From an optimization exercise on the open Yosys and OpenROAD flow, aimed at small area, a short achievable clock period and few clock cycles; shortcuts taken in it are not production practice.
Where RTL was checked, it was by simulation tests only, not by an equivalence proof against the original.
Power and IR drop assume default switching activity.

Design JAM, start of the top module:
module JAM (
	input				CLK,
	input				RST,
	output	reg	[2:0]	W,
	output	reg	[2:0]	J,
	input		[6:0]	Cost,
	output	reg	[3:0]	MatchCount,
	output	reg	[9:0]	MinCost,
	output	reg			Valid
);
Size: roughly 1700 cells after synthesis, roughly 260 flip-flops, ~30 I/O pins, about 0.018 mm² of cells after synthesis.
clock: 10.0 ns
lec_check: 0
cap_margin: 20
core_margin: 2
core_utilization: 40
setup_slack_margin: 2
slew_margin: 20
run.sh (not shown) runs the stock make flow with config.mk's settings and CLKGATE_MAP_FILE= SYNTH_SCRIPT=/design/flow/synth_recipe.tcl, a recipe that flattens the netlist after the stock synthesis.
The first run produced a clean layout.
==> next run, changes <==
- SETUP_SLACK_MARGIN: 2 -> 0
Effect:
- via count falls by 1.1%
- wire length falls by 1.0%
- hold slack stays flat
- total power falls by 7.5%
- final cell count falls by 0.47%
- clock power falls by about 7%
- design area falls by 1.4%
- utilization falls by 0.62 points
- maximum frequency falls by 14%
- non-clock buffer count falls by 9
- clock skew falls by 0.0058 ns
No run of this note included a check of the RTL's function; only the layout flow was run.

---

Another version of the RTL of JAM (not shown whole).
For scale: roughly 290 flip-flops, about 30 I/O pins, roughly 0.020 mm^2 of cells after synthesis.
## JAM
module JAM (
	input				CLK,
	input				RST,
	output	reg	[2:0]	W,
	output	reg	[2:0]	J,
	input		[6:0]	Cost,
	output	reg	[3:0]	MatchCount,
	output	reg	[9:0]	MinCost,
	output				Valid
);
localparam	S_A		= 4'd0;		 
localparam	S_SEL	= 4'd2;		 
localparam	S_C		= 4'd3;		 
localparam	S_D		= 4'd4;		 
localparam	S_AUG	= 4'd5;		 
localparam	S_B1	= 4'd7;		 
localparam	S_B2	= 4'd8;		 
localparam	S_CNT	= 4'd9;		 
localparam	S_DONE	= 4'd10;
localparam	S_UW	= 4'd6;		 
localparam	O_NONE	= 3'd0;
localparam	O_A		= 3'd1;
localparam	O_D		= 3'd3;
localparam	O_B1	= 3'd4;
localparam	O_B2	= 3'd5;
reg			rst_q;
reg			valid_r;
assign Valid = valid_r & ~rst_q;
reg [3:0]	state;
reg [6:0]	nv   [0:7];		 
reg [7:0]	dst  [0:7];		 
reg [2:0]	pred [0:7];		 
reg [2:0]	p    [0:7];		 
reg [7:0]	mcol;			 
reg [7:0]	sc;				 
reg [8:0]	delta;			 
reg [7:0]	ur;				 
reg [7:0]	bv;				 
reg [2:0]	bj;				 
reg [2:0]	jc;				 
reg [2:0]	I;				 
reg			first;
reg			mp;				 
reg			sc_old;			 
reg [2:0]	op2;
reg [6:0]	c2;				 
reg [2:0]	j2;				 
reg [2:0]	w2;				 
reg			f2;				 
reg [8:0]	q2;				 
wire [6:0]	nvp = q2[6:0];
reg [7:0]	dstp;			 
reg [2:0]	predp;			 
function [3:0] next_free;
	input [7:0] b;
	input [3:0] a;
	integer k;
	begin
		next_free = 4'd8;
		for (k = 7; k >= 0; k = k - 1)
			if (!b[k] && (a[3] || k > a)) next_free = k;
	end
endfunction
function [2:0] col_of;
	input [2:0] r;
	input [23:0] pp;
	integer k;
	begin
		col_of = 3'd0;
		for (k = 0; k < 8; k = k + 1)
  ...
==> flow/config.mk <==
export PLATFORM = sky130hd
export DESIGN_NAME = JAM
export DESIGN_NICKNAME = JAM
export VERILOG_FILES = /design/flow/design.v
export SDC_FILE = /design/flow/constraint.sdc
export NUM_CORES = 4
export LEC_CHECK = 0
export ABC_AREA = 1
export CAP_MARGIN = 20
export CORE_MARGIN = 2
export CORE_UTILIZATION = 40
export SETUP_SLACK_MARGIN = 5
export SLEW_MARGIN = 20
==> flow/constraint.sdc <==
create_clock -name core_clock -period 10.0 [get_ports {CLK}]
set_input_delay 2.0000 -clock core_clock [delete_from_list [all_inputs] [get_ports {CLK}]]
set_output_delay 2.0000 -clock core_clock [all_outputs]
set_load 0.01 [all_outputs]
standard.sh (not shown) runs the stock make flow with config.mk's settings and CLKGATE_MAP_FILE= SYNTH_SCRIPT=/design/flow/synth_recipe.tcl, a recipe that flattens the netlist after the stock synthesis.
==> flow/flow/run.sh <==
#!/bin/bash
set -euo pipefail
sed -e 's/SETUP_SLACK_MARGIN=[0-9.]*/SETUP_SLACK_MARGIN=6.5/' \
    -e 's/CLKGATE_MAP_FILE= /CLKGATE_MAP_FILE= ADDER_MAP_FILE= /' standard.sh > standard_margin.sh
grep -q 'SETUP_SLACK_MARGIN=6.5' standard_margin.sh
grep -q 'ADDER_MAP_FILE= ' standard_margin.sh
bash standard_margin.sh > flow_make.log 2>&1
Testbench counts at the start, summed over its fixed seeds: cycles 11,912.
Edit:
==> flow/flow/run.sh (replaced) <==
#!/bin/bash
set -euo pipefail
sed 's/SETUP_SLACK_MARGIN=[0-9.]*/SETUP_SLACK_MARGIN=5.5/' standard.sh > standard_margin.sh
grep -q 'SETUP_SLACK_MARGIN=5.5' standard_margin.sh
bash standard_margin.sh > flow_make.log 2>&1
After rerunning: Fmax came out lower by about a fifth; global-route usage shrinks by 0.36 points; count of clock-buffer cells in the layout came out higher by 1; final area goes up slightly; core utilization fell by 2.4 points; wire length came out higher by a few percent.
Edit:
==> flow/flow/run.sh (replaced) <==
#!/bin/bash
set -euo pipefail
sed 's/SETUP_SLACK_MARGIN=[0-9.]*/SETUP_SLACK_MARGIN=6/' standard.sh > standard_margin.sh
grep -q 'SETUP_SLACK_MARGIN=6' standard_margin.sh
bash standard_margin.sh > flow_make.log 2>&1
After rerunning: The changed run went through all stages and came out clean. Flip-flop and latch count is unchanged. Hold slack barely changes. Wire length climbs by 2.6%. Non-clock buffer count increases by 56. Synthesized area is unchanged. Power came out higher by 4.0%.
Edit:
==> flow/flow/run.sh (replaced) <==
#!/bin/bash
set -euo pipefail
sed 's/SETUP_SLACK_MARGIN=[0-9.]*/SETUP_SLACK_MARGIN=6.5/' standard.sh > standard_margin.sh
grep -q 'SETUP_SLACK_MARGIN=6.5' standard_margin.sh
bash standard_margin.sh > flow_make.log 2>&1
The changed run completed without violations.
Clock-buffer cell count came out lower by 4.
Sequential share of layout area came out lower by 2.7 points.
Sequential cell count stays the same.
Power came out higher by 14%.
Edit:
==> flow/flow/run.sh (replaced) <==
#!/bin/bash
set -euo pipefail
sed -e 's/SETUP_SLACK_MARGIN=[0-9.]*/SETUP_SLACK_MARGIN=6/' -e 's/CLKGATE_MAP_FILE= /CLKGATE_MAP_FILE= ADDER_MAP_FILE= /' standard.sh > standard_margin.sh
grep -q 'ADDER_MAP_FILE= ' standard_margin.sh
bash standard_margin.sh > flow_make.log 2>&1
Non-clock buffer count decreases by 151. Clock power decreases by about 5%. Routed wire length decreases by 13%. First-iteration DRC count decreases by 9.6%. Hold slack is worse by 21 ps. Core utilization decreases by 5.3 points. Area after synthesis decreases by 5.2%. Cell count decreases by 8.3%. Via count decreases by 7.2%. Design area decreases by 16%.

[what the ideal ports hide]
In the flow no input, the clock included, has a driving cell. The finished layouts below were timed again as built, in two steps. Step 1 assumes that a clkbuf_16 drives the clock port and a buf_2 every other input. Step 2, shift: input delay + t, output delay - t, t = (earliest + latest rising clock arrival at the registers) / 2. This alone moves slack from input paths to output paths. a / b / c = ideal ports / drivers / drivers and shift; a / b = the first two.
run | shift t [ns] | setup slack, ns | latest minus earliest clock arrival (ns) | worst register clock-pin slew, ns | worst data-port slew with drivers (ns)
the first run of note 1 | 0.655 | 2.226 / 2.257 / 1.602 | 0.033 / 0.033 | 0.08 / 0.08 | 0.03
the second run of note 1 | 0.629 | 1.008 / 1.042 / 0.413 | 0.026 / 0.026 | 0.07 / 0.07 | 0.03
the first run of note 2 | 0.623 | 6.533 / 6.491 / 6.533 | 0.035 / 0.036 | 0.06 / 0.06 | 0.04
the second run of note 2 | 0.613 | 5.662 / 5.662 / 5.662 | 0.026 / 0.026 | 0.07 / 0.07 | 0.03
the third run of note 2 | 0.613 | 6.061 / 6.006 / 6.078 | 0.032 / 0.033 | 0.07 / 0.07 | 0.04
the fourth run of note 2 | 0.626 | 6.254 / 6.254 / 6.254 | 0.024 / 0.024 | 0.06 / 0.06 | 0.03
the fifth run of note 2 | 0.617 | 6.091 / 6.030 / 6.221 | 0.038 / 0.037 | 0.06 / 0.06 | 0.04
After both steps every run listed still meets setup and hold. For the first run of note 1, which loses most, drivers alone change the setup slack by +0.031 ns; drivers and shift together by -0.624 ns.
